Source: an optimization exercise on an open RTL-to-GDS flow (aim: small area). Production flows keep margins and buffers that such runs may drop.
No functional check of the RTL was part of any run shown here.
Power and IR drop assume default switching activity.

==> flow/design.v <==
`timescale 1ns / 1ps
module globalCounter(count,clk,rst);
input clk;
input rst;
output [4:0]count;
parameter limit = 21;
reg [4:0]countReg;
always@(posedge clk)
begin
	if(rst)
		countReg <= 0;
	else if(countReg == limit)
		countReg <= 0;
	else
		countReg <= countReg + 1;
end
assign count = countReg;
endmodule
module luFactorizer(clk,rst,a11,a12,a13,a14,a21,a22,a23,a24,a25,a31,a32,a33,a34,a35,a36,a41,a42,a43,a44,a45,a46,a47,a52,a53,a54,a55,a56,a57,a58,a63,a64,a65,a66,a67,a68,a74,a75,a76,a77,a78,a85,a86,a87,a88,lL1,lL2,lL3,uL1,uL2,uL3,uL4);
input clk;
input rst;
input [7:0] a11,a12,a13,a14,a21,a22,a23,a24,a25,a31,a32,a33,a34,a35,a36,a41,a42,a43,a44,a45,a46,a47,a52,a53,a54,a55,a56,a57,a58,a63,a64,a65,a66,a67,a68,a74,a75,a76,a77,a78,a85,a86,a87,a88;
output [7:0] lL1,lL2,lL3,uL1,uL2,uL3,uL4;
reg [21:0] oh;
reg first;
wire [4:0] count;
always @(posedge clk) oh <= rst ? 22'd1 : {oh[20:0], oh[21]};
always @(posedge clk) first <= rst;
wire [5:0] st = {first,count};
wire s0 = (oh[0] & ~first) | oh[7] | oh[10] | oh[13] | oh[16] | oh[19];
wire s1 = oh[1] | oh[5] | oh[8] | oh[11] | oh[14] | oh[17] | oh[20];
wire s2 = oh[9] | oh[12] | oh[15] | oh[18] | oh[21];
wire s3 = (oh[0] & ~first) | oh[1] | oh[4] | oh[5] | oh[7] | oh[8] | oh[10] | oh[11] | oh[13] | oh[14] | oh[16] | oh[17] | oh[19] | oh[20];
wire s4 = oh[9];
wire s5 = oh[12];
wire s6 = oh[15];
wire s7 = oh[18];
wire s8 = oh[21];
wire s9 = oh[2];
wire s10 = oh[3];
wire s11 = oh[6];
wire s12 = oh[6] | oh[9] | oh[12] | oh[15] | oh[18] | oh[21];
wire s13 = oh[7] | oh[8] | oh[10] | oh[11] | oh[13] | oh[14] | oh[16] | oh[17] | oh[19] | oh[20];
wire s14 = oh[6] | oh[7] | oh[9] | oh[10] | oh[12] | oh[13] | oh[15] | oh[16] | oh[18] | oh[19] | oh[21];
wire s15 = oh[8] | oh[11] | oh[14] | oh[17] | oh[20];
wire s16 = oh[3] | oh[6] | oh[9] | oh[12] | oh[15] | oh[18] | oh[21];
wire s17 = oh[7];
wire s18 = oh[8];
wire s19 = oh[10];
wire s20 = oh[11];
wire s21 = oh[13];
wire s22 = oh[14];
wire s23 = oh[16];
wire s24 = oh[17];
wire s25 = oh[19];
wire s26 = oh[20];
wire s27 = oh[4];
wire s28 = oh[5];
wire s29 = (oh[0] & ~first) | oh[4] | oh[5] | oh[7] | oh[8] | oh[10] | oh[11] | oh[13] | oh[14] | oh[16] | oh[17] | oh[19] | oh[20];
wire s30 = (oh[0] & ~first) | oh[4] | oh[5] | oh[6] | oh[7] | oh[8] | oh[9] | oh[10] | oh[11] | oh[12] | oh[13] | oh[14] | oh[15] | oh[16] | oh[17] | oh[18] | oh[19] | oh[20];
wire s31 = oh[0] | oh[1] | oh[2] | oh[3] | oh[4] | oh[5] | oh[6] | oh[7] | oh[8] | oh[9] | oh[10] | oh[11] | oh[12] | oh[13] | oh[14] | oh[15] | oh[16] | oh[17] | oh[18] | oh[19] | oh[20] | oh[21];
wire s32 = oh[2] | oh[3] | oh[4] | oh[5] | oh[6] | oh[7] | oh[8] | oh[9] | oh[10] | oh[11] | oh[12] | oh[13] | oh[14] | oh[15] | oh[16] | oh[17] | oh[18] | oh[19] | oh[20] | oh[21];
wire s33 = oh[0];
wire s34 = oh[0] | oh[6] | oh[9] | oh[12] | oh[15] | oh[18];
wire s35 = oh[6] | oh[9] | oh[12] | oh[15] | oh[18];
wire s36 = oh[5] | oh[8] | oh[11] | oh[14] | oh[17] | oh[20];
wire s37 = oh[0] | oh[4] | oh[7] | oh[10] | oh[13] | oh[16] | oh[19];
wire s38 = (oh[0] & ~first) | oh[4] | oh[7] | oh[10] | oh[13] | oh[16] | oh[19];
wire s39 = oh[2] | oh[3] | oh[6] | oh[9] | oh[12] | oh[15] | oh[18] | oh[21];
wire s40 = oh[7] | oh[10] | oh[13] | oh[16] | oh[19];
wire s41 = (oh[0] & ~first) | oh[3] | oh[4] | oh[7] | oh[10] | oh[13] | oh[16] | oh[19];
reg [7:0] ACC1;
reg [7:0] ACC2;
reg [7:0] ACC3;
reg [7:0] H7;
reg [7:0] HY3;
reg [7:0] HY6;
reg [7:0] HY9;
reg [7:0] HZ6;
reg [7:0] HZ8;
reg [7:0] HZ9;
wire [7:0] U1_x = ({8{s0}} & HZ6) | ({8{s1}} & HZ8) | ({8{s2}} & H7);
wire [7:0] U1_y = ({8{s0}} & HY6) | ({8{s1}} & HY9) | ({8{s2}} & HY3);
wire [7:0] U1_zi = ({8{s3}} & ACC1) | ({8{s4}} & a44) | ({8{s5}} & a55) | ({8{s6}} & a66) | ({8{s7}} & a77) | ({8{s8}} & a88) | ({8{s9}} & H7) | ({8{s10}} & a22) | ({8{s11}} & a33);
wire U1_n = 1'b0;
wire [7:0] U1_r;
wire U1_w1 = 1'b1 ^ U1_zi[0] ^ ~(U1_x[0] & U1_y[0]); wire U1_w2 = (1'b1 & U1_zi[0]) | (1'b1 & ~(U1_x[0] & U1_y[0])) | (U1_zi[0] & ~(U1_x[0] & U1_y[0]));
assign U1_r[0] = U1_w1;
wire U1_w3 = 1'b1 ^ U1_zi[1] ^ ~(U1_x[0] & U1_y[1]); wire U1_w4 = (1'b1 & U1_zi[1]) | (1'b1 & ~(U1_x[0] & U1_y[1])) | (U1_zi[1] & ~(U1_x[0] & U1_y[1]));
wire U1_w5 = ~(U1_x[1] & U1_y[0]) ^ U1_w2 ^ U1_w3; wire U1_w6 = (~(U1_x[1] & U1_y[0]) & U1_w2) | (~(U1_x[1] & U1_y[0]) & U1_w3) | (U1_w2 & U1_w3);
assign U1_r[1] = U1_w5;
wire U1_w7 = 1'b1 ^ U1_zi[2] ^ ~(U1_x[0] & U1_y[2]); wire U1_w8 = (1'b1 & U1_zi[2]) | (1'b1 & ~(U1_x[0] & U1_y[2])) | (U1_zi[2] & ~(U1_x[0] & U1_y[2]));
wire U1_w9 = ~(U1_x[1] & U1_y[1]) ^ ~(U1_x[2] & U1_y[0]) ^ U1_w4; wire U1_w10 = (~(U1_x[1] & U1_y[1]) & ~(U1_x[2] & U1_y[0])) | (~(U1_x[1] & U1_y[1]) & U1_w4) | (~(U1_x[2] & U1_y[0]) & U1_w4);
wire U1_w11 = U1_w7 ^ U1_w6 ^ U1_w9; wire U1_w12 = (U1_w7 & U1_w6) | (U1_w7 & U1_w9) | (U1_w6 & U1_w9);
assign U1_r[2] = U1_w11;
wire U1_w13 = 1'b1 ^ U1_zi[3] ^ ~(U1_x[0] & U1_y[3]); wire U1_w14 = (1'b1 & U1_zi[3]) | (1'b1 & ~(U1_x[0] & U1_y[3])) | (U1_zi[3] & ~(U1_x[0] & U1_y[3]));
wire U1_w15 = ~(U1_x[1] & U1_y[2]) ^ ~(U1_x[2] & U1_y[1]) ^ ~(U1_x[3] & U1_y[0]); wire U1_w16 = (~(U1_x[1] & U1_y[2]) & ~(U1_x[2] & U1_y[1])) | (~(U1_x[1] & U1_y[2]) & ~(U1_x[3] & U1_y[0])) | (~(U1_x[2] & U1_y[1]) & ~(U1_x[3] & U1_y[0]));
wire U1_w17 = U1_w8 ^ U1_w13 ^ U1_w15; wire U1_w18 = (U1_w8 & U1_w13) | (U1_w8 & U1_w15) | (U1_w13 & U1_w15);
wire U1_w19 = U1_w10 ^ U1_w17 ^ U1_w12; wire U1_w20 = (U1_w10 & U1_w17) | (U1_w10 & U1_w12) | (U1_w17 & U1_w12);
assign U1_r[3] = U1_w19;
wire U1_w21 = 1'b1 ^ U1_zi[4] ^ ~(U1_x[0] & U1_y[4]); wire U1_w22 = (1'b1 & U1_zi[4]) | (1'b1 & ~(U1_x[0] & U1_y[4])) | (U1_zi[4] & ~(U1_x[0] & U1_y[4]));
wire U1_w23 = ~(U1_x[1] & U1_y[3]) ^ ~(U1_x[2] & U1_y[2]) ^ ~(U1_x[3] & U1_y[1]); wire U1_w24 = (~(U1_x[1] & U1_y[3]) & ~(U1_x[2] & U1_y[2])) | (~(U1_x[1] & U1_y[3]) & ~(U1_x[3] & U1_y[1])) | (~(U1_x[2] & U1_y[2]) & ~(U1_x[3] & U1_y[1]));
wire U1_w25 = ~(U1_x[4] & U1_y[0]) ^ U1_w14 ^ U1_w16; wire U1_w26 = (~(U1_x[4] & U1_y[0]) & U1_w14) | (~(U1_x[4] & U1_y[0]) & U1_w16) | (U1_w14 & U1_w16);
wire U1_w27 = U1_w21 ^ U1_w23 ^ U1_w18; wire U1_w28 = (U1_w21 & U1_w23) | (U1_w21 & U1_w18) | (U1_w23 & U1_w18);
wire U1_w29 = U1_w25 ^ U1_w27 ^ U1_w20; wire U1_w30 = (U1_w25 & U1_w27) | (U1_w25 & U1_w20) | (U1_w27 & U1_w20);
assign U1_r[4] = U1_w29;
wire U1_w31 = 1'b1 ^ U1_zi[5] ^ ~(U1_x[0] & U1_y[5]); wire U1_w32 = (1'b1 & U1_zi[5]) | (1'b1 & ~(U1_x[0] & U1_y[5])) | (U1_zi[5] & ~(U1_x[0] & U1_y[5]));
wire U1_w33 = ~(U1_x[1] & U1_y[4]) ^ ~(U1_x[2] & U1_y[3]) ^ ~(U1_x[3] & U1_y[2]); wire U1_w34 = (~(U1_x[1] & U1_y[4]) & ~(U1_x[2] & U1_y[3])) | (~(U1_x[1] & U1_y[4]) & ~(U1_x[3] & U1_y[2])) | (~(U1_x[2] & U1_y[3]) & ~(U1_x[3] & U1_y[2]));
wire U1_w35 = ~(U1_x[4] & U1_y[1]) ^ ~(U1_x[5] & U1_y[0]) ^ U1_w22; wire U1_w36 = (~(U1_x[4] & U1_y[1]) & ~(U1_x[5] & U1_y[0])) | (~(U1_x[4] & U1_y[1]) & U1_w22) | (~(U1_x[5] & U1_y[0]) & U1_w22);
wire U1_w37 = U1_w24 ^ U1_w31 ^ U1_w33; wire U1_w38 = (U1_w24 & U1_w31) | (U1_w24 & U1_w33) | (U1_w31 & U1_w33);
wire U1_w39 = U1_w26 ^ U1_w35 ^ U1_w37; wire U1_w40 = (U1_w26 & U1_w35) | (U1_w26 & U1_w37) | (U1_w35 & U1_w37);
wire U1_w41 = U1_w28 ^ U1_w39 ^ U1_w30; wire U1_w42 = (U1_w28 & U1_w39) | (U1_w28 & U1_w30) | (U1_w39 & U1_w30);
assign U1_r[5] = U1_w41;
wire U1_w43 = 1'b1 ^ U1_zi[6] ^ ~(U1_x[0] & U1_y[6]); wire U1_w44 = (1'b1 & U1_zi[6]) | (1'b1 & ~(U1_x[0] & U1_y[6])) | (U1_zi[6] & ~(U1_x[0] & U1_y[6]));
wire U1_w45 = ~(U1_x[1] & U1_y[5]) ^ ~(U1_x[2] & U1_y[4]) ^ ~(U1_x[3] & U1_y[3]); wire U1_w46 = (~(U1_x[1] & U1_y[5]) & ~(U1_x[2] & U1_y[4])) | (~(U1_x[1] & U1_y[5]) & ~(U1_x[3] & U1_y[3])) | (~(U1_x[2] & U1_y[4]) & ~(U1_x[3] & U1_y[3]));
wire U1_w47 = ~(U1_x[4] & U1_y[2]) ^ ~(U1_x[5] & U1_y[1]) ^ ~(U1_x[6] & U1_y[0]); wire U1_w48 = (~(U1_x[4] & U1_y[2]) & ~(U1_x[5] & U1_y[1])) | (~(U1_x[4] & U1_y[2]) & ~(U1_x[6] & U1_y[0])) | (~(U1_x[5] & U1_y[1]) & ~(U1_x[6] & U1_y[0]));
wire U1_w49 = U1_w32 ^ U1_w34 ^ U1_w43; wire U1_w50 = (U1_w32 & U1_w34) | (U1_w32 & U1_w43) | (U1_w34 & U1_w43);
wire U1_w51 = U1_w45 ^ U1_w47 ^ U1_w36; wire U1_w52 = (U1_w45 & U1_w47) | (U1_w45 & U1_w36) | (U1_w47 & U1_w36);
wire U1_w53 = U1_w38 ^ U1_w49 ^ U1_w51; wire U1_w54 = (U1_w38 & U1_w49) | (U1_w38 & U1_w51) | (U1_w49 & U1_w51);
wire U1_w55 = U1_w40 ^ U1_w53 ^ U1_w42; wire U1_w56 = (U1_w40 & U1_w53) | (U1_w40 & U1_w42) | (U1_w53 & U1_w42);
assign U1_r[6] = U1_w55;
wire U1_w57 = 1'b1 ^ U1_zi[7] ^ ~(U1_x[0] & U1_y[7]);
wire U1_w58 = ~(U1_x[1] & U1_y[6]) ^ ~(U1_x[2] & U1_y[5]) ^ ~(U1_x[3] & U1_y[4]);
wire U1_w59 = ~(U1_x[4] & U1_y[3]) ^ ~(U1_x[5] & U1_y[2]) ^ ~(U1_x[6] & U1_y[1]);
wire U1_w60 = ~(U1_x[7] & U1_y[0]) ^ U1_w44 ^ U1_w46;
wire U1_w61 = U1_w48 ^ U1_w57 ^ U1_w58;
wire U1_w62 = U1_w59 ^ U1_w50 ^ U1_w60;
wire U1_w63 = U1_w61 ^ U1_w52 ^ U1_w62;
wire U1_w64 = U1_w54 ^ U1_w63 ^ U1_w56;
assign U1_r[7] = U1_w64;
wire [7:0] U1_o = U1_r;
wire [7:0] U2_x = ({8{s12}} & HY6) | ({8{s13}} & HY3);
wire [7:0] U2_y = ({8{s14}} & HZ8) | ({8{s15}} & HZ6);
wire [7:0] U2_zi = ({8{s16}} & ACC2) | ({8{s17}} & a42) | ({8{s18}} & a43) | ({8{s19}} & a53) | ({8{s20}} & a54) | ({8{s21}} & a64) | ({8{s22}} & a65) | ({8{s23}} & a75) | ({8{s24}} & a76) | ({8{s25}} & a86) | ({8{s26}} & a87) | ({8{s9}} & a21) | ({8{s27}} & a31) | ({8{s28}} & a32);
wire U2_n = 1'b0;
wire [7:0] U2_r;
wire U2_w1 = 1'b1 ^ U2_zi[0] ^ ~(U2_x[0] & U2_y[0]); wire U2_w2 = (1'b1 & U2_zi[0]) | (1'b1 & ~(U2_x[0] & U2_y[0])) | (U2_zi[0] & ~(U2_x[0] & U2_y[0]));
assign U2_r[0] = U2_w1;
wire U2_w3 = 1'b1 ^ U2_zi[1] ^ ~(U2_x[0] & U2_y[1]); wire U2_w4 = (1'b1 & U2_zi[1]) | (1'b1 & ~(U2_x[0] & U2_y[1])) | (U2_zi[1] & ~(U2_x[0] & U2_y[1]));
wire U2_w5 = ~(U2_x[1] & U2_y[0]) ^ U2_w2 ^ U2_w3; wire U2_w6 = (~(U2_x[1] & U2_y[0]) & U2_w2) | (~(U2_x[1] & U2_y[0]) & U2_w3) | (U2_w2 & U2_w3);
assign U2_r[1] = U2_w5;
wire U2_w7 = 1'b1 ^ U2_zi[2] ^ ~(U2_x[0] & U2_y[2]); wire U2_w8 = (1'b1 & U2_zi[2]) | (1'b1 & ~(U2_x[0] & U2_y[2])) | (U2_zi[2] & ~(U2_x[0] & U2_y[2]));
wire U2_w9 = ~(U2_x[1] & U2_y[1]) ^ ~(U2_x[2] & U2_y[0]) ^ U2_w4; wire U2_w10 = (~(U2_x[1] & U2_y[1]) & ~(U2_x[2] & U2_y[0])) | (~(U2_x[1] & U2_y[1]) & U2_w4) | (~(U2_x[2] & U2_y[0]) & U2_w4);
wire U2_w11 = U2_w7 ^ U2_w6 ^ U2_w9; wire U2_w12 = (U2_w7 & U2_w6) | (U2_w7 & U2_w9) | (U2_w6 & U2_w9);
assign U2_r[2] = U2_w11;
wire U2_w13 = 1'b1 ^ U2_zi[3] ^ ~(U2_x[0] & U2_y[3]); wire U2_w14 = (1'b1 & U2_zi[3]) | (1'b1 & ~(U2_x[0] & U2_y[3])) | (U2_zi[3] & ~(U2_x[0] & U2_y[3]));
wire U2_w15 = ~(U2_x[1] & U2_y[2]) ^ ~(U2_x[2] & U2_y[1]) ^ ~(U2_x[3] & U2_y[0]); wire U2_w16 = (~(U2_x[1] & U2_y[2]) & ~(U2_x[2] & U2_y[1])) | (~(U2_x[1] & U2_y[2]) & ~(U2_x[3] & U2_y[0])) | (~(U2_x[2] & U2_y[1]) & ~(U2_x[3] & U2_y[0]));
wire U2_w17 = U2_w8 ^ U2_w13 ^ U2_w15; wire U2_w18 = (U2_w8 & U2_w13) | (U2_w8 & U2_w15) | (U2_w13 & U2_w15);
wire U2_w19 = U2_w10 ^ U2_w17 ^ U2_w12; wire U2_w20 = (U2_w10 & U2_w17) | (U2_w10 & U2_w12) | (U2_w17 & U2_w12);
assign U2_r[3] = U2_w19;
wire U2_w21 = 1'b1 ^ U2_zi[4] ^ ~(U2_x[0] & U2_y[4]); wire U2_w22 = (1'b1 & U2_zi[4]) | (1'b1 & ~(U2_x[0] & U2_y[4])) | (U2_zi[4] & ~(U2_x[0] & U2_y[4]));
wire U2_w23 = ~(U2_x[1] & U2_y[3]) ^ ~(U2_x[2] & U2_y[2]) ^ ~(U2_x[3] & U2_y[1]); wire U2_w24 = (~(U2_x[1] & U2_y[3]) & ~(U2_x[2] & U2_y[2])) | (~(U2_x[1] & U2_y[3]) & ~(U2_x[3] & U2_y[1])) | (~(U2_x[2] & U2_y[2]) & ~(U2_x[3] & U2_y[1]));
wire U2_w25 = ~(U2_x[4] & U2_y[0]) ^ U2_w14 ^ U2_w16; wire U2_w26 = (~(U2_x[4] & U2_y[0]) & U2_w14) | (~(U2_x[4] & U2_y[0]) & U2_w16) | (U2_w14 & U2_w16);
wire U2_w27 = U2_w21 ^ U2_w23 ^ U2_w18; wire U2_w28 = (U2_w21 & U2_w23) | (U2_w21 & U2_w18) | (U2_w23 & U2_w18);
wire U2_w29 = U2_w25 ^ U2_w27 ^ U2_w20; wire U2_w30 = (U2_w25 & U2_w27) | (U2_w25 & U2_w20) | (U2_w27 & U2_w20);
assign U2_r[4] = U2_w29;
wire U2_w31 = 1'b1 ^ U2_zi[5] ^ ~(U2_x[0] & U2_y[5]); wire U2_w32 = (1'b1 & U2_zi[5]) | (1'b1 & ~(U2_x[0] & U2_y[5])) | (U2_zi[5] & ~(U2_x[0] & U2_y[5]));
wire U2_w33 = ~(U2_x[1] & U2_y[4]) ^ ~(U2_x[2] & U2_y[3]) ^ ~(U2_x[3] & U2_y[2]); wire U2_w34 = (~(U2_x[1] & U2_y[4]) & ~(U2_x[2] & U2_y[3])) | (~(U2_x[1] & U2_y[4]) & ~(U2_x[3] & U2_y[2])) | (~(U2_x[2] & U2_y[3]) & ~(U2_x[3] & U2_y[2]));
wire U2_w35 = ~(U2_x[4] & U2_y[1]) ^ ~(U2_x[5] & U2_y[0]) ^ U2_w22; wire U2_w36 = (~(U2_x[4] & U2_y[1]) & ~(U2_x[5] & U2_y[0])) | (~(U2_x[4] & U2_y[1]) & U2_w22) | (~(U2_x[5] & U2_y[0]) & U2_w22);
wire U2_w37 = U2_w24 ^ U2_w31 ^ U2_w33; wire U2_w38 = (U2_w24 & U2_w31) | (U2_w24 & U2_w33) | (U2_w31 & U2_w33);
wire U2_w39 = U2_w26 ^ U2_w35 ^ U2_w37; wire U2_w40 = (U2_w26 & U2_w35) | (U2_w26 & U2_w37) | (U2_w35 & U2_w37);
wire U2_w41 = U2_w28 ^ U2_w39 ^ U2_w30; wire U2_w42 = (U2_w28 & U2_w39) | (U2_w28 & U2_w30) | (U2_w39 & U2_w30);
assign U2_r[5] = U2_w41;
wire U2_w43 = 1'b1 ^ U2_zi[6] ^ ~(U2_x[0] & U2_y[6]); wire U2_w44 = (1'b1 & U2_zi[6]) | (1'b1 & ~(U2_x[0] & U2_y[6])) | (U2_zi[6] & ~(U2_x[0] & U2_y[6]));
wire U2_w45 = ~(U2_x[1] & U2_y[5]) ^ ~(U2_x[2] & U2_y[4]) ^ ~(U2_x[3] & U2_y[3]); wire U2_w46 = (~(U2_x[1] & U2_y[5]) & ~(U2_x[2] & U2_y[4])) | (~(U2_x[1] & U2_y[5]) & ~(U2_x[3] & U2_y[3])) | (~(U2_x[2] & U2_y[4]) & ~(U2_x[3] & U2_y[3]));
wire U2_w47 = ~(U2_x[4] & U2_y[2]) ^ ~(U2_x[5] & U2_y[1]) ^ ~(U2_x[6] & U2_y[0]); wire U2_w48 = (~(U2_x[4] & U2_y[2]) & ~(U2_x[5] & U2_y[1])) | (~(U2_x[4] & U2_y[2]) & ~(U2_x[6] & U2_y[0])) | (~(U2_x[5] & U2_y[1]) & ~(U2_x[6] & U2_y[0]));
wire U2_w49 = U2_w32 ^ U2_w34 ^ U2_w43; wire U2_w50 = (U2_w32 & U2_w34) | (U2_w32 & U2_w43) | (U2_w34 & U2_w43);
wire U2_w51 = U2_w45 ^ U2_w47 ^ U2_w36; wire U2_w52 = (U2_w45 & U2_w47) | (U2_w45 & U2_w36) | (U2_w47 & U2_w36);
wire U2_w53 = U2_w38 ^ U2_w49 ^ U2_w51; wire U2_w54 = (U2_w38 & U2_w49) | (U2_w38 & U2_w51) | (U2_w49 & U2_w51);
wire U2_w55 = U2_w40 ^ U2_w53 ^ U2_w42; wire U2_w56 = (U2_w40 & U2_w53) | (U2_w40 & U2_w42) | (U2_w53 & U2_w42);
assign U2_r[6] = U2_w55;
wire U2_w57 = 1'b1 ^ U2_zi[7] ^ ~(U2_x[0] & U2_y[7]);
wire U2_w58 = ~(U2_x[1] & U2_y[6]) ^ ~(U2_x[2] & U2_y[5]) ^ ~(U2_x[3] & U2_y[4]);
wire U2_w59 = ~(U2_x[4] & U2_y[3]) ^ ~(U2_x[5] & U2_y[2]) ^ ~(U2_x[6] & U2_y[1]);
wire U2_w60 = ~(U2_x[7] & U2_y[0]) ^ U2_w44 ^ U2_w46;
wire U2_w61 = U2_w48 ^ U2_w57 ^ U2_w58;
wire U2_w62 = U2_w59 ^ U2_w50 ^ U2_w60;
wire U2_w63 = U2_w61 ^ U2_w52 ^ U2_w62;
wire U2_w64 = U2_w54 ^ U2_w63 ^ U2_w56;
assign U2_r[7] = U2_w64;
wire [7:0] U2_o = U2_r;
wire [7:0] U3_x = ({8{s12}} & HZ6) | ({8{s13}} & H7);
wire [7:0] U3_y = ({8{s14}} & HY9) | ({8{s15}} & HY6);
wire [7:0] U3_zi = ({8{s16}} & ACC3) | ({8{s17}} & a24) | ({8{s18}} & a34) | ({8{s19}} & a35) | ({8{s20}} & a45) | ({8{s21}} & a46) | ({8{s22}} & a56) | ({8{s23}} & a57) | ({8{s24}} & a67) | ({8{s25}} & a68) | ({8{s26}} & a78) | ({8{s9}} & a12) | ({8{s27}} & a13) | ({8{s28}} & a23);
wire U3_n = 1'b0;
wire [7:0] U3_r;
wire U3_w1 = 1'b1 ^ U3_zi[0] ^ ~(U3_x[0] & U3_y[0]); wire U3_w2 = (1'b1 & U3_zi[0]) | (1'b1 & ~(U3_x[0] & U3_y[0])) | (U3_zi[0] & ~(U3_x[0] & U3_y[0]));
assign U3_r[0] = U3_w1;
wire U3_w3 = 1'b1 ^ U3_zi[1] ^ ~(U3_x[0] & U3_y[1]); wire U3_w4 = (1'b1 & U3_zi[1]) | (1'b1 & ~(U3_x[0] & U3_y[1])) | (U3_zi[1] & ~(U3_x[0] & U3_y[1]));
wire U3_w5 = ~(U3_x[1] & U3_y[0]) ^ U3_w2 ^ U3_w3; wire U3_w6 = (~(U3_x[1] & U3_y[0]) & U3_w2) | (~(U3_x[1] & U3_y[0]) & U3_w3) | (U3_w2 & U3_w3);
assign U3_r[1] = U3_w5;
wire U3_w7 = 1'b1 ^ U3_zi[2] ^ ~(U3_x[0] & U3_y[2]); wire U3_w8 = (1'b1 & U3_zi[2]) | (1'b1 & ~(U3_x[0] & U3_y[2])) | (U3_zi[2] & ~(U3_x[0] & U3_y[2]));
wire U3_w9 = ~(U3_x[1] & U3_y[1]) ^ ~(U3_x[2] & U3_y[0]) ^ U3_w4; wire U3_w10 = (~(U3_x[1] & U3_y[1]) & ~(U3_x[2] & U3_y[0])) | (~(U3_x[1] & U3_y[1]) & U3_w4) | (~(U3_x[2] & U3_y[0]) & U3_w4);
wire U3_w11 = U3_w7 ^ U3_w6 ^ U3_w9; wire U3_w12 = (U3_w7 & U3_w6) | (U3_w7 & U3_w9) | (U3_w6 & U3_w9);
assign U3_r[2] = U3_w11;
wire U3_w13 = 1'b1 ^ U3_zi[3] ^ ~(U3_x[0] & U3_y[3]); wire U3_w14 = (1'b1 & U3_zi[3]) | (1'b1 & ~(U3_x[0] & U3_y[3])) | (U3_zi[3] & ~(U3_x[0] & U3_y[3]));
wire U3_w15 = ~(U3_x[1] & U3_y[2]) ^ ~(U3_x[2] & U3_y[1]) ^ ~(U3_x[3] & U3_y[0]); wire U3_w16 = (~(U3_x[1] & U3_y[2]) & ~(U3_x[2] & U3_y[1])) | (~(U3_x[1] & U3_y[2]) & ~(U3_x[3] & U3_y[0])) | (~(U3_x[2] & U3_y[1]) & ~(U3_x[3] & U3_y[0]));
wire U3_w17 = U3_w8 ^ U3_w13 ^ U3_w15; wire U3_w18 = (U3_w8 & U3_w13) | (U3_w8 & U3_w15) | (U3_w13 & U3_w15);
wire U3_w19 = U3_w10 ^ U3_w17 ^ U3_w12; wire U3_w20 = (U3_w10 & U3_w17) | (U3_w10 & U3_w12) | (U3_w17 & U3_w12);
assign U3_r[3] = U3_w19;
wire U3_w21 = 1'b1 ^ U3_zi[4] ^ ~(U3_x[0] & U3_y[4]); wire U3_w22 = (1'b1 & U3_zi[4]) | (1'b1 & ~(U3_x[0] & U3_y[4])) | (U3_zi[4] & ~(U3_x[0] & U3_y[4]));
wire U3_w23 = ~(U3_x[1] & U3_y[3]) ^ ~(U3_x[2] & U3_y[2]) ^ ~(U3_x[3] & U3_y[1]); wire U3_w24 = (~(U3_x[1] & U3_y[3]) & ~(U3_x[2] & U3_y[2])) | (~(U3_x[1] & U3_y[3]) & ~(U3_x[3] & U3_y[1])) | (~(U3_x[2] & U3_y[2]) & ~(U3_x[3] & U3_y[1]));
wire U3_w25 = ~(U3_x[4] & U3_y[0]) ^ U3_w14 ^ U3_w16; wire U3_w26 = (~(U3_x[4] & U3_y[0]) & U3_w14) | (~(U3_x[4] & U3_y[0]) & U3_w16) | (U3_w14 & U3_w16);
wire U3_w27 = U3_w21 ^ U3_w23 ^ U3_w18; wire U3_w28 = (U3_w21 & U3_w23) | (U3_w21 & U3_w18) | (U3_w23 & U3_w18);
wire U3_w29 = U3_w25 ^ U3_w27 ^ U3_w20; wire U3_w30 = (U3_w25 & U3_w27) | (U3_w25 & U3_w20) | (U3_w27 & U3_w20);
assign U3_r[4] = U3_w29;
wire U3_w31 = 1'b1 ^ U3_zi[5] ^ ~(U3_x[0] & U3_y[5]); wire U3_w32 = (1'b1 & U3_zi[5]) | (1'b1 & ~(U3_x[0] & U3_y[5])) | (U3_zi[5] & ~(U3_x[0] & U3_y[5]));
wire U3_w33 = ~(U3_x[1] & U3_y[4]) ^ ~(U3_x[2] & U3_y[3]) ^ ~(U3_x[3] & U3_y[2]); wire U3_w34 = (~(U3_x[1] & U3_y[4]) & ~(U3_x[2] & U3_y[3])) | (~(U3_x[1] & U3_y[4]) & ~(U3_x[3] & U3_y[2])) | (~(U3_x[2] & U3_y[3]) & ~(U3_x[3] & U3_y[2]));
wire U3_w35 = ~(U3_x[4] & U3_y[1]) ^ ~(U3_x[5] & U3_y[0]) ^ U3_w22; wire U3_w36 = (~(U3_x[4] & U3_y[1]) & ~(U3_x[5] & U3_y[0])) | (~(U3_x[4] & U3_y[1]) & U3_w22) | (~(U3_x[5] & U3_y[0]) & U3_w22);
wire U3_w37 = U3_w24 ^ U3_w31 ^ U3_w33; wire U3_w38 = (U3_w24 & U3_w31) | (U3_w24 & U3_w33) | (U3_w31 & U3_w33);
wire U3_w39 = U3_w26 ^ U3_w35 ^ U3_w37; wire U3_w40 = (U3_w26 & U3_w35) | (U3_w26 & U3_w37) | (U3_w35 & U3_w37);
wire U3_w41 = U3_w28 ^ U3_w39 ^ U3_w30; wire U3_w42 = (U3_w28 & U3_w39) | (U3_w28 & U3_w30) | (U3_w39 & U3_w30);
assign U3_r[5] = U3_w41;
wire U3_w43 = 1'b1 ^ U3_zi[6] ^ ~(U3_x[0] & U3_y[6]); wire U3_w44 = (1'b1 & U3_zi[6]) | (1'b1 & ~(U3_x[0] & U3_y[6])) | (U3_zi[6] & ~(U3_x[0] & U3_y[6]));
wire U3_w45 = ~(U3_x[1] & U3_y[5]) ^ ~(U3_x[2] & U3_y[4]) ^ ~(U3_x[3] & U3_y[3]); wire U3_w46 = (~(U3_x[1] & U3_y[5]) & ~(U3_x[2] & U3_y[4])) | (~(U3_x[1] & U3_y[5]) & ~(U3_x[3] & U3_y[3])) | (~(U3_x[2] & U3_y[4]) & ~(U3_x[3] & U3_y[3]));
wire U3_w47 = ~(U3_x[4] & U3_y[2]) ^ ~(U3_x[5] & U3_y[1]) ^ ~(U3_x[6] & U3_y[0]); wire U3_w48 = (~(U3_x[4] & U3_y[2]) & ~(U3_x[5] & U3_y[1])) | (~(U3_x[4] & U3_y[2]) & ~(U3_x[6] & U3_y[0])) | (~(U3_x[5] & U3_y[1]) & ~(U3_x[6] & U3_y[0]));
wire U3_w49 = U3_w32 ^ U3_w34 ^ U3_w43; wire U3_w50 = (U3_w32 & U3_w34) | (U3_w32 & U3_w43) | (U3_w34 & U3_w43);
wire U3_w51 = U3_w45 ^ U3_w47 ^ U3_w36; wire U3_w52 = (U3_w45 & U3_w47) | (U3_w45 & U3_w36) | (U3_w47 & U3_w36);
wire U3_w53 = U3_w38 ^ U3_w49 ^ U3_w51; wire U3_w54 = (U3_w38 & U3_w49) | (U3_w38 & U3_w51) | (U3_w49 & U3_w51);
wire U3_w55 = U3_w40 ^ U3_w53 ^ U3_w42; wire U3_w56 = (U3_w40 & U3_w53) | (U3_w40 & U3_w42) | (U3_w53 & U3_w42);
assign U3_r[6] = U3_w55;
wire U3_w57 = 1'b1 ^ U3_zi[7] ^ ~(U3_x[0] & U3_y[7]);
wire U3_w58 = ~(U3_x[1] & U3_y[6]) ^ ~(U3_x[2] & U3_y[5]) ^ ~(U3_x[3] & U3_y[4]);
wire U3_w59 = ~(U3_x[4] & U3_y[3]) ^ ~(U3_x[5] & U3_y[2]) ^ ~(U3_x[6] & U3_y[1]);
wire U3_w60 = ~(U3_x[7] & U3_y[0]) ^ U3_w44 ^ U3_w46;
wire U3_w61 = U3_w48 ^ U3_w57 ^ U3_w58;
wire U3_w62 = U3_w59 ^ U3_w50 ^ U3_w60;
wire U3_w63 = U3_w61 ^ U3_w52 ^ U3_w62;
wire U3_w64 = U3_w54 ^ U3_w63 ^ U3_w56;
assign U3_r[7] = U3_w64;
wire [7:0] U3_o = U3_r;
wire [7:0] U4_x = ({8{s29}} & ACC2) | ({8{s11}} & a41) | ({8{s4}} & a52) | ({8{s5}} & a63) | ({8{s6}} & a74) | ({8{s7}} & a85);
wire [7:0] U4_y = ({8{s30}} & HZ9);
wire [7:0] U4_zi = 8'd0;
wire U4_n = 1'b0;
wire [7:0] U4_r;
wire U4_w1 = U4_zi[0] ^ (U4_x[0] & U4_y[0]); wire U4_w2 = U4_zi[0] & (U4_x[0] & U4_y[0]);
assign U4_r[0] = U4_w1;
wire U4_w3 = U4_zi[1] ^ (U4_x[0] & U4_y[1]) ^ (U4_x[1] & U4_y[0]); wire U4_w4 = (U4_zi[1] & (U4_x[0] & U4_y[1])) | (U4_zi[1] & (U4_x[1] & U4_y[0])) | ((U4_x[0] & U4_y[1]) & (U4_x[1] & U4_y[0]));
wire U4_w5 = U4_w2 ^ U4_w3; wire U4_w6 = U4_w2 & U4_w3;
assign U4_r[1] = U4_w5;
wire U4_w7 = U4_zi[2] ^ (U4_x[0] & U4_y[2]) ^ (U4_x[1] & U4_y[1]); wire U4_w8 = (U4_zi[2] & (U4_x[0] & U4_y[2])) | (U4_zi[2] & (U4_x[1] & U4_y[1])) | ((U4_x[0] & U4_y[2]) & (U4_x[1] & U4_y[1]));
wire U4_w9 = (U4_x[2] & U4_y[0]) ^ U4_w4 ^ U4_w7; wire U4_w10 = ((U4_x[2] & U4_y[0]) & U4_w4) | ((U4_x[2] & U4_y[0]) & U4_w7) | (U4_w4 & U4_w7);
wire U4_w11 = U4_w6 ^ U4_w9; wire U4_w12 = U4_w6 & U4_w9;
assign U4_r[2] = U4_w11;
wire U4_w13 = U4_zi[3] ^ (U4_x[0] & U4_y[3]) ^ (U4_x[1] & U4_y[2]); wire U4_w14 = (U4_zi[3] & (U4_x[0] & U4_y[3])) | (U4_zi[3] & (U4_x[1] & U4_y[2])) | ((U4_x[0] & U4_y[3]) & (U4_x[1] & U4_y[2]));
wire U4_w15 = (U4_x[2] & U4_y[1]) ^ (U4_x[3] & U4_y[0]) ^ U4_w8; wire U4_w16 = ((U4_x[2] & U4_y[1]) & (U4_x[3] & U4_y[0])) | ((U4_x[2] & U4_y[1]) & U4_w8) | ((U4_x[3] & U4_y[0]) & U4_w8);
wire U4_w17 = U4_w13 ^ U4_w10 ^ U4_w15; wire U4_w18 = (U4_w13 & U4_w10) | (U4_w13 & U4_w15) | (U4_w10 & U4_w15);
wire U4_w19 = U4_w12 ^ U4_w17; wire U4_w20 = U4_w12 & U4_w17;
assign U4_r[3] = U4_w19;
wire U4_w21 = U4_zi[4] ^ (U4_x[0] & U4_y[4]) ^ (U4_x[1] & U4_y[3]); wire U4_w22 = (U4_zi[4] & (U4_x[0] & U4_y[4])) | (U4_zi[4] & (U4_x[1] & U4_y[3])) | ((U4_x[0] & U4_y[4]) & (U4_x[1] & U4_y[3]));
wire U4_w23 = (U4_x[2] & U4_y[2]) ^ (U4_x[3] & U4_y[1]) ^ (U4_x[4] & U4_y[0]); wire U4_w24 = ((U4_x[2] & U4_y[2]) & (U4_x[3] & U4_y[1])) | ((U4_x[2] & U4_y[2]) & (U4_x[4] & U4_y[0])) | ((U4_x[3] & U4_y[1]) & (U4_x[4] & U4_y[0]));
wire U4_w25 = U4_w14 ^ U4_w21 ^ U4_w23; wire U4_w26 = (U4_w14 & U4_w21) | (U4_w14 & U4_w23) | (U4_w21 & U4_w23);
wire U4_w27 = U4_w16 ^ U4_w25 ^ U4_w18; wire U4_w28 = (U4_w16 & U4_w25) | (U4_w16 & U4_w18) | (U4_w25 & U4_w18);
wire U4_w29 = U4_w20 ^ U4_w27; wire U4_w30 = U4_w20 & U4_w27;
assign U4_r[4] = U4_w29;
wire U4_w31 = U4_zi[5] ^ (U4_x[0] & U4_y[5]) ^ (U4_x[1] & U4_y[4]); wire U4_w32 = (U4_zi[5] & (U4_x[0] & U4_y[5])) | (U4_zi[5] & (U4_x[1] & U4_y[4])) | ((U4_x[0] & U4_y[5]) & (U4_x[1] & U4_y[4]));
wire U4_w33 = (U4_x[2] & U4_y[3]) ^ (U4_x[3] & U4_y[2]) ^ (U4_x[4] & U4_y[1]); wire U4_w34 = ((U4_x[2] & U4_y[3]) & (U4_x[3] & U4_y[2])) | ((U4_x[2] & U4_y[3]) & (U4_x[4] & U4_y[1])) | ((U4_x[3] & U4_y[2]) & (U4_x[4] & U4_y[1]));
wire U4_w35 = (U4_x[5] & U4_y[0]) ^ U4_w22 ^ U4_w24; wire U4_w36 = ((U4_x[5] & U4_y[0]) & U4_w22) | ((U4_x[5] & U4_y[0]) & U4_w24) | (U4_w22 & U4_w24);
wire U4_w37 = U4_w31 ^ U4_w33 ^ U4_w26; wire U4_w38 = (U4_w31 & U4_w33) | (U4_w31 & U4_w26) | (U4_w33 & U4_w26);
wire U4_w39 = U4_w35 ^ U4_w37 ^ U4_w28; wire U4_w40 = (U4_w35 & U4_w37) | (U4_w35 & U4_w28) | (U4_w37 & U4_w28);
wire U4_w41 = U4_w30 ^ U4_w39; wire U4_w42 = U4_w30 & U4_w39;
assign U4_r[5] = U4_w41;
wire U4_w43 = U4_zi[6] ^ (U4_x[0] & U4_y[6]) ^ (U4_x[1] & U4_y[5]); wire U4_w44 = (U4_zi[6] & (U4_x[0] & U4_y[6])) | (U4_zi[6] & (U4_x[1] & U4_y[5])) | ((U4_x[0] & U4_y[6]) & (U4_x[1] & U4_y[5]));
wire U4_w45 = (U4_x[2] & U4_y[4]) ^ (U4_x[3] & U4_y[3]) ^ (U4_x[4] & U4_y[2]); wire U4_w46 = ((U4_x[2] & U4_y[4]) & (U4_x[3] & U4_y[3])) | ((U4_x[2] & U4_y[4]) & (U4_x[4] & U4_y[2])) | ((U4_x[3] & U4_y[3]) & (U4_x[4] & U4_y[2]));
wire U4_w47 = (U4_x[5] & U4_y[1]) ^ (U4_x[6] & U4_y[0]) ^ U4_w32; wire U4_w48 = ((U4_x[5] & U4_y[1]) & (U4_x[6] & U4_y[0])) | ((U4_x[5] & U4_y[1]) & U4_w32) | ((U4_x[6] & U4_y[0]) & U4_w32);
wire U4_w49 = U4_w34 ^ U4_w43 ^ U4_w45; wire U4_w50 = (U4_w34 & U4_w43) | (U4_w34 & U4_w45) | (U4_w43 & U4_w45);
wire U4_w51 = U4_w36 ^ U4_w47 ^ U4_w49; wire U4_w52 = (U4_w36 & U4_w47) | (U4_w36 & U4_w49) | (U4_w47 & U4_w49);
wire U4_w53 = U4_w38 ^ U4_w51 ^ U4_w40; wire U4_w54 = (U4_w38 & U4_w51) | (U4_w38 & U4_w40) | (U4_w51 & U4_w40);
wire U4_w55 = U4_w42 ^ U4_w53; wire U4_w56 = U4_w42 & U4_w53;
assign U4_r[6] = U4_w55;
wire U4_w57 = U4_zi[7] ^ (U4_x[0] & U4_y[7]) ^ (U4_x[1] & U4_y[6]);
wire U4_w58 = (U4_x[2] & U4_y[5]) ^ (U4_x[3] & U4_y[4]) ^ (U4_x[4] & U4_y[3]);
wire U4_w59 = (U4_x[5] & U4_y[2]) ^ (U4_x[6] & U4_y[1]) ^ (U4_x[7] & U4_y[0]);
wire U4_w60 = U4_w44 ^ U4_w46 ^ U4_w57;
wire U4_w61 = U4_w58 ^ U4_w59 ^ U4_w48;
wire U4_w62 = U4_w50 ^ U4_w60 ^ U4_w61;
wire U4_w63 = U4_w52 ^ U4_w62 ^ U4_w54;
wire U4_w64 = U4_w56 ^ U4_w63;
assign U4_r[7] = U4_w64;
wire [7:0] U4_o = U4_r ^ {8{U4_n}};
wire [7:0] ACC1_d = ({8{s31}} & U1_o);
always @(posedge clk) ACC1 <= U1_o;
wire [7:0] ACC2_d = ({8{s32}} & U2_o);
always @(posedge clk) ACC2 <= U2_o;
wire [7:0] ACC3_d = ({8{s32}} & U3_o);
always @(posedge clk) ACC3 <= U3_o;
wire [7:0] H7_d = ({8{s33}} & a11) | ({8{s11}} & a14) | ({8{s4}} & a25) | ({8{s5}} & a36) | ({8{s6}} & a47) | ({8{s7}} & a58);
wire H7_en = s34;
always @(posedge clk) if (H7_en) H7 <= H7_d;
wire [7:0] HY3_d = ({8{s35}} & U4_o);
wire HY3_en = s35;
always @(posedge clk) if (HY3_en) HY3 <= HY3_d;
wire [7:0] HY6_d = ({8{s36}} & U4_o);
wire HY6_en = s36;
always @(posedge clk) if (HY6_en) HY6 <= HY6_d;
wire [7:0] HY9_d = ({8{s37}} & U4_o);
wire HY9_en = s37;
always @(posedge clk) if (HY9_en) HY9 <= HY9_d;
wire [7:0] HZ6_d = ({8{s36}} & ACC3);
wire HZ6_en = s36;
always @(posedge clk) if (HZ6_en) HZ6 <= HZ6_d;
wire [7:0] HZ8_d = ({8{s38}} & ACC3);
wire HZ8_en = s37;
always @(posedge clk) if (HZ8_en) HZ8 <= HZ8_d;
wire [7:0] HZ9_d = ({8{s39}} & ACC1);
wire HZ9_en = s39;
always @(posedge clk) if (HZ9_en) HZ9 <= HZ9_d;
wire [7:0] lL1_w = ({8{s40}} & HY3);
assign lL1 = lL1_w;
wire [7:0] lL2_w = ({8{s12}} & HY6);
assign lL2 = lL2_w;
wire [7:0] lL3_w = ({8{s1}} & HY9);
assign lL3 = lL3_w;
wire [7:0] uL1_w = ({8{s41}} & HZ9);
assign uL1 = uL1_w;
wire [7:0] uL2_w = ({8{s1}} & HZ8);
assign uL2 = uL2_w;
wire [7:0] uL3_w = ({8{s12}} & HZ6);
assign uL3 = uL3_w;
wire [7:0] uL4_w = ({8{s40}} & H7);
assign uL4 = uL4_w;
endmodule
==> flow/flow/run.sh <==
#!/bin/bash
set -euo pipefail
cd "$(dirname "$0")/.."
bash standard.sh BUFFER_PORTS_ARGS="-buffer_cell sky130_fd_sc_hd__buf_1" finish > make_finish.log 2>&1
==> flow/standard.sh <==
#!/bin/bash
# synth_recipe.tcl (not shown) runs the flow's synth.tcl, then flattens the netlist and writes it again
# the make line also repeats each setting of config.mk as NAME=value (left out here)
make -C /OpenROAD-flow-scripts/flow DESIGN_CONFIG=/design/flow/config.mk WORK_HOME=/design/flow/orfs CLKGATE_MAP_FILE= SYNTH_SCRIPT=/design/flow/synth_recipe.tcl "${@:-finish}"
==> flow/config.mk <==
export PLATFORM = sky130hd
export DESIGN_NAME = luFactorizer
export DESIGN_NICKNAME = luFactorizer
export VERILOG_FILES = /design/flow/design.v
export SDC_FILE = /design/flow/constraint.sdc
export NUM_CORES = 4
export LEC_CHECK = 0
export CAP_MARGIN = 20
export CORE_MARGIN = 2
export CORE_UTILIZATION = 40
export SLEW_MARGIN = 20
==> flow/constraint.sdc <==
create_clock -name core_clock -period 8.0 [get_ports {clk}]
set_input_delay 1.6000 -clock core_clock [delete_from_list [all_inputs] [get_ports {clk}]]
set_output_delay 1.6000 -clock core_clock [all_outputs]
set_load 0.01 [all_outputs]
==> metrics.md, run 1 <==
| Metric | Value |
|---|---|
| R2r setup slk | 1170 ps |
| Root Driver | clkbuf_16 |
| Max cap viols | 0 |
| Die height | ~160 um |
| Initial DRT Pass Iterations | 9 |
| CTS Buf Count | 9 |
| Max Slew Vio Count | 0 |
| Worst-path clk slew | 70 ps |
| First DRT Iteration DRCs | 1149 |
| Sequential area share after synthesis | between 20% and 30% |
| DRT antenna net count | 0 |
| Final critical-path share of the clock period | 85.3% |
| Critical Path RT | between 8000 and 9000 ps |
| Skew final | 10.4 ps |
| Total I/O pin count | ~400 |
| Max clock buf depth | 2 |
| Slew HR | 35.5% |
| Layout filler cell count | ~2300 |
| Post-CTS setup buffers | 0 |
| Netlist cell types | 41 |
| # DRC | 0 |
| Fmax | between 100 and 150 MHz |
| Critical Path Fanout Max | 33 |
| Setup Viol. Count Final | 0 |
| PD cells | approximately 110 mW/mm^2 |
| Syn Area/Cell | 9.29 um^2 |
| Total vias in the final route | 9870 |
| TNS Setup | 0 ps |
| Worst EP arrival | about 7100 ps |
| R2r startpoint | oh[11] |
| Global-route wire length before repair | approximately 58000 um |
| Ratio of cells with drive above 1 in the final layout | about 5.6% |
| CORE AREA | 0.0233 mm^2 |
| CTS tree | done |
| Antenna violations before repair | 0 |
| Worst Hold Class | reg -> reg |
| Cell count of the worst reg-to-reg path | 18 |
| Area Overhead vs Synth | 23.4% |
| Die X | 157 um |
| Worst setup SP type | flop |
| Worst-case vdd ir drop | 0.000114 V |
| Total Wirelength | 40400 um |
| LEAKAGE | 4.21 nW |
| IO Port Bufs | 409 |
| CP Launch Point | oh[11] |
| Yosys reg bits | 103 |
| TritonCTS Sinks | 103 |
| Final GP Congestion | around 1.0 |
| Syn nets | 1470 |
| Yosys warns | 1 |
| Total track usage | roughly 32% |
| Post-CTS Resized | 0 |
| Min cycle time layout | 6830 ps |
| Synthesized instance count | 1011 |
| Initial core utilization | between 40% and 50% |
| Final number of hold-violating endpoints | 0 |
| Final #Nets | 1854 |
| Vias in the first global route | between 9000 and 10000 |
| Post-CTS Hold Buffers | 0 |
| Tightest Pin Transition | between 900 and 1000 ps |
| Post-route cell area | 0.0116 mm^2 |
| RSZ-0062 raised after global routing | no |
| GRT overflow | 0 |
| Critical path class | reg -> reg |
| # diodes | 0 |
| Row count | 56 |
| Status | complete, no violations |
| Hpwl dp | roughly 32000 um |
| Vias per std cell | between 5 and 6 |
| Die area | 0.0247 mm^2 |
| Reg2reg end | ACC1[7] |
| Netlist Area Pre-Place | 0.00939 mm^2 |
| Crit. End Element | flop |
| Crit path capture | ACC1[7] |
| Insertion delay to the later sink of the worst-skew pair | 370 ps |
| DP Area | 0.0113 mm^2 |
| Routed wire per std cell | around 23 um |
| Largest net degree at the start of global routing | 34 |
| H-Tree Depth | 3 |
stage by stage:
step | total power [mW] | hold WS (ps) | setup slack, ps | instances | util (%)
floorplan | 0.756 | 431 | 1850 | 1011 | -
global placement | 0.882 | 473 | 1240 | 1703 | 48.5
detailed placement | 0.887 | 471 | 1190 | 1703 | 48.5
CTS | 1.33 | 482 | 1170 | 1719 | 49.8
global route | 1.39 | 497 | 658 | 1719 | 49.8
finish | 1.33 | 481 | 1170 | 1719 | 49.8
synthesized netlist by cell type, drive strengths merged:
cell,count,area [um^2]
clkbuf,57,214
a22oi,130,976
buf,12,70.1
ha,27,338
xnor2,40,350
a21oi,31,159
nand4,10,62.6
and2,47,294
a221oi,28,245
or3,3,18.8
nand2b,2,12.5
nor4,4,40.0
nor4b,1,15.0
o211ai,1,7.51
edfxtp,56,1680
inv,71,267
or2,23,144
xor2,10,87.6
a21o,1,7.51
a222oi,40,400
fa,78,1560
nor2b,68,425
o21ai,1,5.00
nand3,27,135
nand2,34,133
nor3,1,5.00
dfxtp,47,941
nor2,137,531
a211oi,2,15.0
a21boi,2,15.0
a22o,14,123
xnor3,4,90.1
or4,2,18.8
cells by family (layout without fill, tap and decap cells):
group	count (synthesis)	count (layout)	synth area share, %
AO/OA/AOI/OAI	250	250	20.8
AND/OR/NAND/NOR	359	359	19.5
flip-flops	103	103	27.9
buffers and inverters	140	529	5.86
adder cells (fa/ha/maj)	105	105	20.2
XOR/XNOR	54	54	5.62
sequential cells by signal, indices dropped and copies added (netlist names):
name / count
HY6: 8
HZ8: 8
HZ6: 8
first: 1
HY9: 8
HZ9: 8
ACC1: 8
ACC3: 8
ACC2: 8
HY3: 8
oh: 22
H7: 8
area by class of cell:
type                       instances  area (um^2)  share of cell area (%)
multi-input combinational        768         6210                    53.6
sequential                       103         2620                    22.6
timing repair buffer             442         1780                    15.4
tap                              319          399                    3.45
inverter                          71          267                    2.30
clock buffer                       9          225                    1.94
clock inverter                     7         73.8                   0.637
per-layer routing:
| metal | up-vias | global-route usage (%) | wire length (um) |
|---|---|---|---|
| met2 | 618 | 53.2 | 18900 |
| met4 | 0 | 9.57 | 1060 |
| met5 | - | 0 | 0 |
| li1 | 4404 | - | - |
| met3 | 76 | 7.38 | 4010 |
| met1 | 4772 | 42.9 | 16400 |
power breakdown:
part	internal [mW]	switching, mW	total, mW
Combinational	0.120	0.136	0.256
Clock	0.221	0.232	0.453
Sequential	0.590	0.0308	0.621
worst max-delay path: stages (launching register included):
cell and delay, ps:
dfxtp_1 330, nor4_4 320, nand2_2 260, or3_1 750
a222oi_1 910, nor2_1 120, fa_1 520, inv_1 60
fa_1 440, fa_1 510, fa_1 430, fa_1 460
fa_1 440, xor2_1 160, xnor2_1 140, xnor2_1 220
xnor2_1 170, xnor3_1 340, xnor2_1 130
cells in the final DEF (no fill, tap or decap), types with 40 or more instances in the layout:
cell | synthesis | final
xnor2_1 | 40 | 40
a222oi_1 | 40 | 40
and2_1 | 47 | 47
fa_1 | 78 | 78
dfxtp_1 | 47 | 47
nor2b_1 | 68 | 68
a22oi_1 | 130 | 130
buf_1 | 4 | 409
edfxtp_1 | 56 | 56
nor2_1 | 136 | 136
inv_1 | 71 | 71
worst min-delay path by stage:
stage / to / slack, ps / startpoint / cells past startpoint
6_report: oh[2] / 480 / oh[1] / 1
3_3_place_gp: oh[2] / 470 / oh[1] / 1
4_1_cts: oh[2] / 480 / oh[1] / 1
2_1_floorplan: oh[2] / 430 / oh[1] / 1
3_5_place_dp: oh[2] / 470 / oh[1] / 1
5_1_grt: oh[2] / 500 / oh[1] / 1
==> run 2, diff against run 1 <==
--- a/flow/design.v
+++ b/flow/design.v
@@ -21,54 +21,53 @@
 input rst;
 input [7:0] a11,a12,a13,a14,a21,a22,a23,a24,a25,a31,a32,a33,a34,a35,a36,a41,a42,a43,a44,a45,a46,a47,a52,a53,a54,a55,a56,a57,a58,a63,a64,a65,a66,a67,a68,a74,a75,a76,a77,a78,a85,a86,a87,a88;
 output [7:0] lL1,lL2,lL3,uL1,uL2,uL3,uL4;
-reg [21:0] oh;
-reg first;
 wire [4:0] count;
-always @(posedge clk) oh <= rst ? 22'd1 : {oh[20:0], oh[21]};
+reg first;
+globalCounter g1(count,clk,rst);
 always @(posedge clk) first <= rst;
 wire [5:0] st = {first,count};
-wire s0 = (oh[0] & ~first) | oh[7] | oh[10] | oh[13] | oh[16] | oh[19];
-wire s1 = oh[1] | oh[5] | oh[8] | oh[11] | oh[14] | oh[17] | oh[20];
-wire s2 = oh[9] | oh[12] | oh[15] | oh[18] | oh[21];
-wire s3 = (oh[0] & ~first) | oh[1] | oh[4] | oh[5] | oh[7] | oh[8] | oh[10] | oh[11] | oh[13] | oh[14] | oh[16] | oh[17] | oh[19] | oh[20];
-wire s4 = oh[9];
-wire s5 = oh[12];
-wire s6 = oh[15];
-wire s7 = oh[18];
-wire s8 = oh[21];
-wire s9 = oh[2];
-wire s10 = oh[3];
-wire s11 = oh[6];
-wire s12 = oh[6] | oh[9] | oh[12] | oh[15] | oh[18] | oh[21];
-wire s13 = oh[7] | oh[8] | oh[10] | oh[11] | oh[13] | oh[14] | oh[16] | oh[17] | oh[19] | oh[20];
-wire s14 = oh[6] | oh[7] | oh[9] | oh[10] | oh[12] | oh[13] | oh[15] | oh[16] | oh[18] | oh[19] | oh[21];
-wire s15 = oh[8] | oh[11] | oh[14] | oh[17] | oh[20];
-wire s16 = oh[3] | oh[6] | oh[9] | oh[12] | oh[15] | oh[18] | oh[21];
-wire s17 = oh[7];
-wire s18 = oh[8];
-wire s19 = oh[10];
-wire s20 = oh[11];
-wire s21 = oh[13];
-wire s22 = oh[14];
-wire s23 = oh[16];
-wire s24 = oh[17];
-wire s25 = oh[19];
-wire s26 = oh[20];
-wire s27 = oh[4];
-wire s28 = oh[5];
-wire s29 = (oh[0] & ~first) | oh[4] | oh[5] | oh[7] | oh[8] | oh[10] | oh[11] | oh[13] | oh[14] | oh[16] | oh[17] | oh[19] | oh[20];
-wire s30 = (oh[0] & ~first) | oh[4] | oh[5] | oh[6] | oh[7] | oh[8] | oh[9] | oh[10] | oh[11] | oh[12] | oh[13] | oh[14] | oh[15] | oh[16] | oh[17] | oh[18] | oh[19] | oh[20];
-wire s31 = oh[0] | oh[1] | oh[2] | oh[3] | oh[4] | oh[5] | oh[6] | oh[7] | oh[8] | oh[9] | oh[10] | oh[11] | oh[12] | oh[13] | oh[14] | oh[15] | oh[16] | oh[17] | oh[18] | oh[19] | oh[20] | oh[21];
-wire s32 = oh[2] | oh[3] | oh[4] | oh[5] | oh[6] | oh[7] | oh[8] | oh[9] | oh[10] | oh[11] | oh[12] | oh[13] | oh[14] | oh[15] | oh[16] | oh[17] | oh[18] | oh[19] | oh[20] | oh[21];
-wire s33 = oh[0];
-wire s34 = oh[0] | oh[6] | oh[9] | oh[12] | oh[15] | oh[18];
-wire s35 = oh[6] | oh[9] | oh[12] | oh[15] | oh[18];
-wire s36 = oh[5] | oh[8] | oh[11] | oh[14] | oh[17] | oh[20];
-wire s37 = oh[0] | oh[4] | oh[7] | oh[10] | oh[13] | oh[16] | oh[19];
-wire s38 = (oh[0] & ~first) | oh[4] | oh[7] | oh[10] | oh[13] | oh[16] | oh[19];
-wire s39 = oh[2] | oh[3] | oh[6] | oh[9] | oh[12] | oh[15] | oh[18] | oh[21];
-wire s40 = oh[7] | oh[10] | oh[13] | oh[16] | oh[19];
-wire s41 = (oh[0] & ~first) | oh[3] | oh[4] | oh[7] | oh[10] | oh[13] | oh[16] | oh[19];
+wire s0 = (st == 6'd0) | (st == 6'd10) | (st == 6'd13) | (st == 6'd16) | (st == 6'd19) | (st == 6'd7);
+wire s1 = (st == 6'd1) | (st == 6'd11) | (st == 6'd14) | (st == 6'd17) | (st == 6'd20) | (st == 6'd5) | (st == 6'd8);
+wire s2 = (st == 6'd12) | (st == 6'd15) | (st == 6'd18) | (st == 6'd21) | (st == 6'd9);
+wire s3 = (st == 6'd0) | (st == 6'd1) | (st == 6'd10) | (st == 6'd11) | (st == 6'd13) | (st == 6'd14) | (st == 6'd16) | (st == 6'd17) | (st == 6'd19) | (st == 6'd20) | (st == 6'd4) | (st == 6'd5) | (st == 6'd7) | (st == 6'd8);
+wire s4 = (st == 6'd9);
+wire s5 = (st == 6'd12);
+wire s6 = (st == 6'd15);
+wire s7 = (st == 6'd18);
+wire s8 = (st == 6'd21);
+wire s9 = (st == 6'd2);
+wire s10 = (st == 6'd3);
+wire s11 = (st == 6'd6);
+wire s12 = (st == 6'd12) | (st == 6'd15) | (st == 6'd18) | (st == 6'd21) | (st == 6'd6) | (st == 6'd9);
+wire s13 = (st == 6'd10) | (st == 6'd11) | (st == 6'd13) | (st == 6'd14) | (st == 6'd16) | (st == 6'd17) | (st == 6'd19) | (st == 6'd20) | (st == 6'd7) | (st == 6'd8);
+wire s14 = (st == 6'd10) | (st == 6'd12) | (st == 6'd13) | (st == 6'd15) | (st == 6'd16) | (st == 6'd18) | (st == 6'd19) | (st == 6'd21) | (st == 6'd6) | (st == 6'd7) | (st == 6'd9);
+wire s15 = (st == 6'd11) | (st == 6'd14) | (st == 6'd17) | (st == 6'd20) | (st == 6'd8);
+wire s16 = (st == 6'd12) | (st == 6'd15) | (st == 6'd18) | (st == 6'd21) | (st == 6'd3) | (st == 6'd6) | (st == 6'd9);
+wire s17 = (st == 6'd7);
+wire s18 = (st == 6'd8);
+wire s19 = (st == 6'd10);
+wire s20 = (st == 6'd11);
+wire s21 = (st == 6'd13);
+wire s22 = (st == 6'd14);
+wire s23 = (st == 6'd16);
+wire s24 = (st == 6'd17);
+wire s25 = (st == 6'd19);
+wire s26 = (st == 6'd20);
+wire s27 = (st == 6'd4);
+wire s28 = (st == 6'd5);
+wire s29 = (st == 6'd0) | (st == 6'd10) | (st == 6'd11) | (st == 6'd13) | (st == 6'd14) | (st == 6'd16) | (st == 6'd17) | (st == 6'd19) | (st == 6'd20) | (st == 6'd4) | (st == 6'd5) | (st == 6'd7) | (st == 6'd8);
+wire s30 = (st == 6'd0) | (st == 6'd10) | (st == 6'd11) | (st == 6'd12) | (st == 6'd13) | (st == 6'd14) | (st == 6'd15) | (st == 6'd16) | (st == 6'd17) | (st == 6'd18) | (st == 6'd19) | (st == 6'd20) | (st == 6'd4) | (st == 6'd5) | (st == 6'd6) | (st == 6'd7) | (st == 6'd8) | (st == 6'd9);
+wire s31 = (st == 6'd0) | (st == 6'b100000) | (st == 6'd1) | (st == 6'd10) | (st == 6'd11) | (st == 6'd12) | (st == 6'd13) | (st == 6'd14) | (st == 6'd15) | (st == 6'd16) | (st == 6'd17) | (st == 6'd18) | (st == 6'd19) | (st == 6'd2) | (st == 6'd20) | (st == 6'd21) | (st == 6'd3) | (st == 6'd4) | (st == 6'd5) | (st == 6'd6) | (st == 6'd7) | (st == 6'd8) | (st == 6'd9);
+wire s32 = (st == 6'd10) | (st == 6'd11) | (st == 6'd12) | (st == 6'd13) | (st == 6'd14) | (st == 6'd15) | (st == 6'd16) | (st == 6'd17) | (st == 6'd18) | (st == 6'd19) | (st == 6'd2) | (st == 6'd20) | (st == 6'd21) | (st == 6'd3) | (st == 6'd4) | (st == 6'd5) | (st == 6'd6) | (st == 6'd7) | (st == 6'd8) | (st == 6'd9);
+wire s33 = (st == 6'd0) | (st == 6'b100000);
+wire s34 = (st == 6'd0) | (st == 6'b100000) | (st == 6'd12) | (st == 6'd15) | (st == 6'd18) | (st == 6'd6) | (st == 6'd9);
+wire s35 = (st == 6'd12) | (st == 6'd15) | (st == 6'd18) | (st == 6'd6) | (st == 6'd9);
+wire s36 = (st == 6'd11) | (st == 6'd14) | (st == 6'd17) | (st == 6'd20) | (st == 6'd5) | (st == 6'd8);
+wire s37 = (st == 6'd0) | (st == 6'b100000) | (st == 6'd10) | (st == 6'd13) | (st == 6'd16) | (st == 6'd19) | (st == 6'd4) | (st == 6'd7);
+wire s38 = (st == 6'd0) | (st == 6'd10) | (st == 6'd13) | (st == 6'd16) | (st == 6'd19) | (st == 6'd4) | (st == 6'd7);
+wire s39 = (st == 6'd12) | (st == 6'd15) | (st == 6'd18) | (st == 6'd2) | (st == 6'd21) | (st == 6'd3) | (st == 6'd6) | (st == 6'd9);
+wire s40 = (st == 6'd10) | (st == 6'd13) | (st == 6'd16) | (st == 6'd19) | (st == 6'd7);
+wire s41 = (st == 6'd0) | (st == 6'd10) | (st == 6'd13) | (st == 6'd16) | (st == 6'd19) | (st == 6'd3) | (st == 6'd4) | (st == 6'd7);
 reg [7:0] ACC1;
 reg [7:0] ACC2;
 reg [7:0] ACC3;
==> run 2 against run 1 <==
  * Still clean on timing, DRC and antenna
  * Critical path depth up 2
  * Sequential power fell by 8.7%
  * Maximum frequency fell by 0.45%
  * Synthesized area grew 0.51%
  * Worst hold slack improved by 11 ps
  * Global-route usage decreased by 0.81 points
  * Total power up 2.1%
  * Non-clock buffer count up 2
  * Sequential share of layout area down 3.2 points
  * Clock-buffer cell count stayed put
  * Highest routed layer unchanged
==> metrics.md, run 2 <==
| Metric | Value |
|---|---|
| Status | complete, no violations (unchanged) |
| RSZ-0062 raised after global routing | no (unchanged) |
| # placed instances | 1744 (was 1703) |
| Critical Path Fanout Max | 21 (was 33) |
| Total track usage | 31.6% (was 32.4%) |
| Critical path class | reg -> reg (unchanged) |
| Worst setup SP type | flop (unchanged) |
| Syn nets | 1504 (was 1470) |
| Final number of hold-violating endpoints | 0 (unchanged) |
| Total I/O pin count | 410 (unchanged) |
| CORE AREA | 0.0233 mm^2 (about the same) |
| Most common cell in the synthesized netlist | nor2_1 (unchanged) |
| Die area | 0.0248 mm^2 (was 0.0247 mm^2) |
| Net Sw Frac | 31.6% (was 30.0%) |
| Vias per std cell | 5.78 (was 5.74) |
| Fin cells | 1762 (was 1719) |
| Die height | 158 um (was 157 um) |
| CP bufs+invs | 1 (unchanged) |
| Global-route wire length before repair | 58000 um (was 58300 um) |
| Vias in the first global route | 9680 (was 9789) |
| Post-CTS setup buffers | 0 (unchanged) |
| Synthesized instance count | 1041 (was 1011) |
| Final critical-path share of the clock period | 85.7% (was 85.3%) |
| Skew final | 14.6 ps (was 10.4 ps) |
| Initial DRT Pass Iterations | 11 (was 9) |
| GRT overflow | 0 (unchanged) |
| Setup Viol. Count Final | 0 (unchanged) |
| TNS Setup | 0 ps (unchanged) |
| TritonCTS Sinks | 86 (was 103) |
| Sequential area share after synthesis | 24.2% (was 27.9%) |
| IO Port Bufs | 409 (unchanged) |
| Post-CTS Hold Buffers | 0 (unchanged) |
| Commonest cells after routing, fill and taps aside | buf_1 (409), nor2_1 (129), a22oi_1 (123), and2_1 (94), fa_1 (78) (was buf_1 (409), nor2_1 (136), a22oi_1 (130), fa_1 (78), inv_1 (71)) |
| CP peak stage delay | 870 ps (was 910 ps) |
| Antenna violations before repair | 1 (was 0) |
| Area Overhead vs Synth | 24.1% (was 23.4%) |
| Yosys reg bits | 86 (was 103) |
| Int Pwr | 0.929 mW (was 0.931 mW) |
| Routed wire per std cell | 22.8 um (was 23.5 um) |
| Max cap viols | 0 (unchanged) |
| Combinational power share | 22.6% (was 19.2%) |
| Post-synth top area share | 17.8% (was 17.9%) |
| Die X | 158 um (was 157 um) |
| Worst-path clk slew | 70 ps (about the same) |
| Min cycle time layout | 6860 ps (was 6830 ps) |
| Slowest stage cell, crit path | dfxtp_1 (was a222oi_1) |
| Most Frequent Cell on Critical Path | xnor2_1 (was fa_1) |
| Fmax | 146 MHz (about the same) |
| Total Wirelength | 40200 um (was 40400 um) |
run 2: path summary, 6_finish.rpt:
check	startpoint	to	slack, ps	cells after the start
worst max-delay path	g1.countReg[3]	ACC3[7]	1140	20
worst min-delay path	g1.countReg[0]	g1.countReg[0]	490	1
worst max register to register	g1.countReg[3]	ACC3[7]	1140	20
worst min register to register	g1.countReg[0]	g1.countReg[0]	490	1
run 2: layout make-up:
class,instances,area [um^2]
Antenna cell,2,5.00
Clock buffer,9,225
Clock inverter,7,103
Fill cell,2294,11600
Inverter,72,270
Multi-Input combinational cell,823,6630
Sequential cell,86,2280
Tap cell,319,399
Timing Repair Buffer,444,1800
run 2: metal layers:
metal / global-route usage [%] / share of wire [%] / routed length (um) / up-vias
met5: 0 / 0 / 0 / -
met4: 8.01 / 2.7 / 1090 / 0
met3: 9.31 / 12 / 4980 / 69
met2: 46.5 / 43 / 17300 / 672
met1: 45.5 / 42 / 16800 / 4863
li1: - / - / - / 4573
run 2: metrics by stage:
| stage | util, % | area [um^2] | setup WS [ps] | hold WS (ps) | power, mW |
|---|---|---|---|---|---|
| floorplan | - | 9440 | 1950 | 444 | 0.718 |
| CTS | 50.2 | 11700 | 1160 | 490 | 1.36 |
| detailed placement | 48.8 | 11400 | 1150 | 474 | 0.877 |
| finish | 50.2 | 11700 | 1140 | 492 | 1.36 |
| global placement | 48.8 | 11400 | 1350 | 464 | 0.874 |
| global route | 50.2 | 11700 | 757 | 528 | 1.41 |
run 2: kinds of logic (layout without fill, tap and decap cells):
kind of cell / after synthesis / after routing / share of synthesized area [%]
adder cells (fa/ha/maj): 109 / 109 / 20.7
XOR/XNOR: 59 / 59 / 5.77
AO/OA/AOI/OAI: 276 / 276 / 22.6
flip-flops: 86 / 86 / 24.2
other: 0 / 2 / 0
buffers and inverters: 132 / 532 / 5.76
AND/OR/NAND/NOR: 376 / 376 / 20.6
multiplexers: 3 / 3 / 0.424
run 2: power by group through the flow:
stage          combinational [mW]  clock [mW]  sequential, mW
6_report                    0.307       0.484           0.567
3_5_place_dp                0.302           0           0.575
4_1_cts                     0.304       0.487           0.566
2_1_floorplan               0.171           0           0.547
3_3_place_gp                0.299           0           0.576
5_1_grt                     0.340       0.504           0.571
run 2: worst reg2reg max path, delay by kind of cell, from the launching register on:
family / cells / cell delay, ps
multiplexers: 1 / 370
AND/OR/NAND/NOR: 2 / 800
buffers and inverters: 1 / 50
AO/OA/AOI/OAI: 2 / 980
adder cells (fa/ha/maj): 7 / 2610
flip-flops: 1 / 870
XOR/XNOR: 7 / 1090

==> re-timing with driven ports <==
Ports are ideal in the flow. The routed layouts listed here were re-timed in OpenROAD. Step 1 sets driving cells, clkbuf_16 on the clock port and buf_2 on the other inputs (assumed; they add their load-dependent delay and slew). Step 2 also shifts input and output timing later by t, the mid clock arrival at the registers, as if the neighbouring blocks saw the same clock. Slacks: ideal ports / drivers / drivers and shift; pairs: ideal ports / drivers.
run | shift t [ns] | setup WS [ns] | cell pins on the clock port's net
run 1 | 0.414 | 1.172 / 1.172 / 1.172 | 1
run 2 | 0.400 | 1.141 / 1.141 / 1.141 | 1
After both steps setup and hold are still met in every run listed.
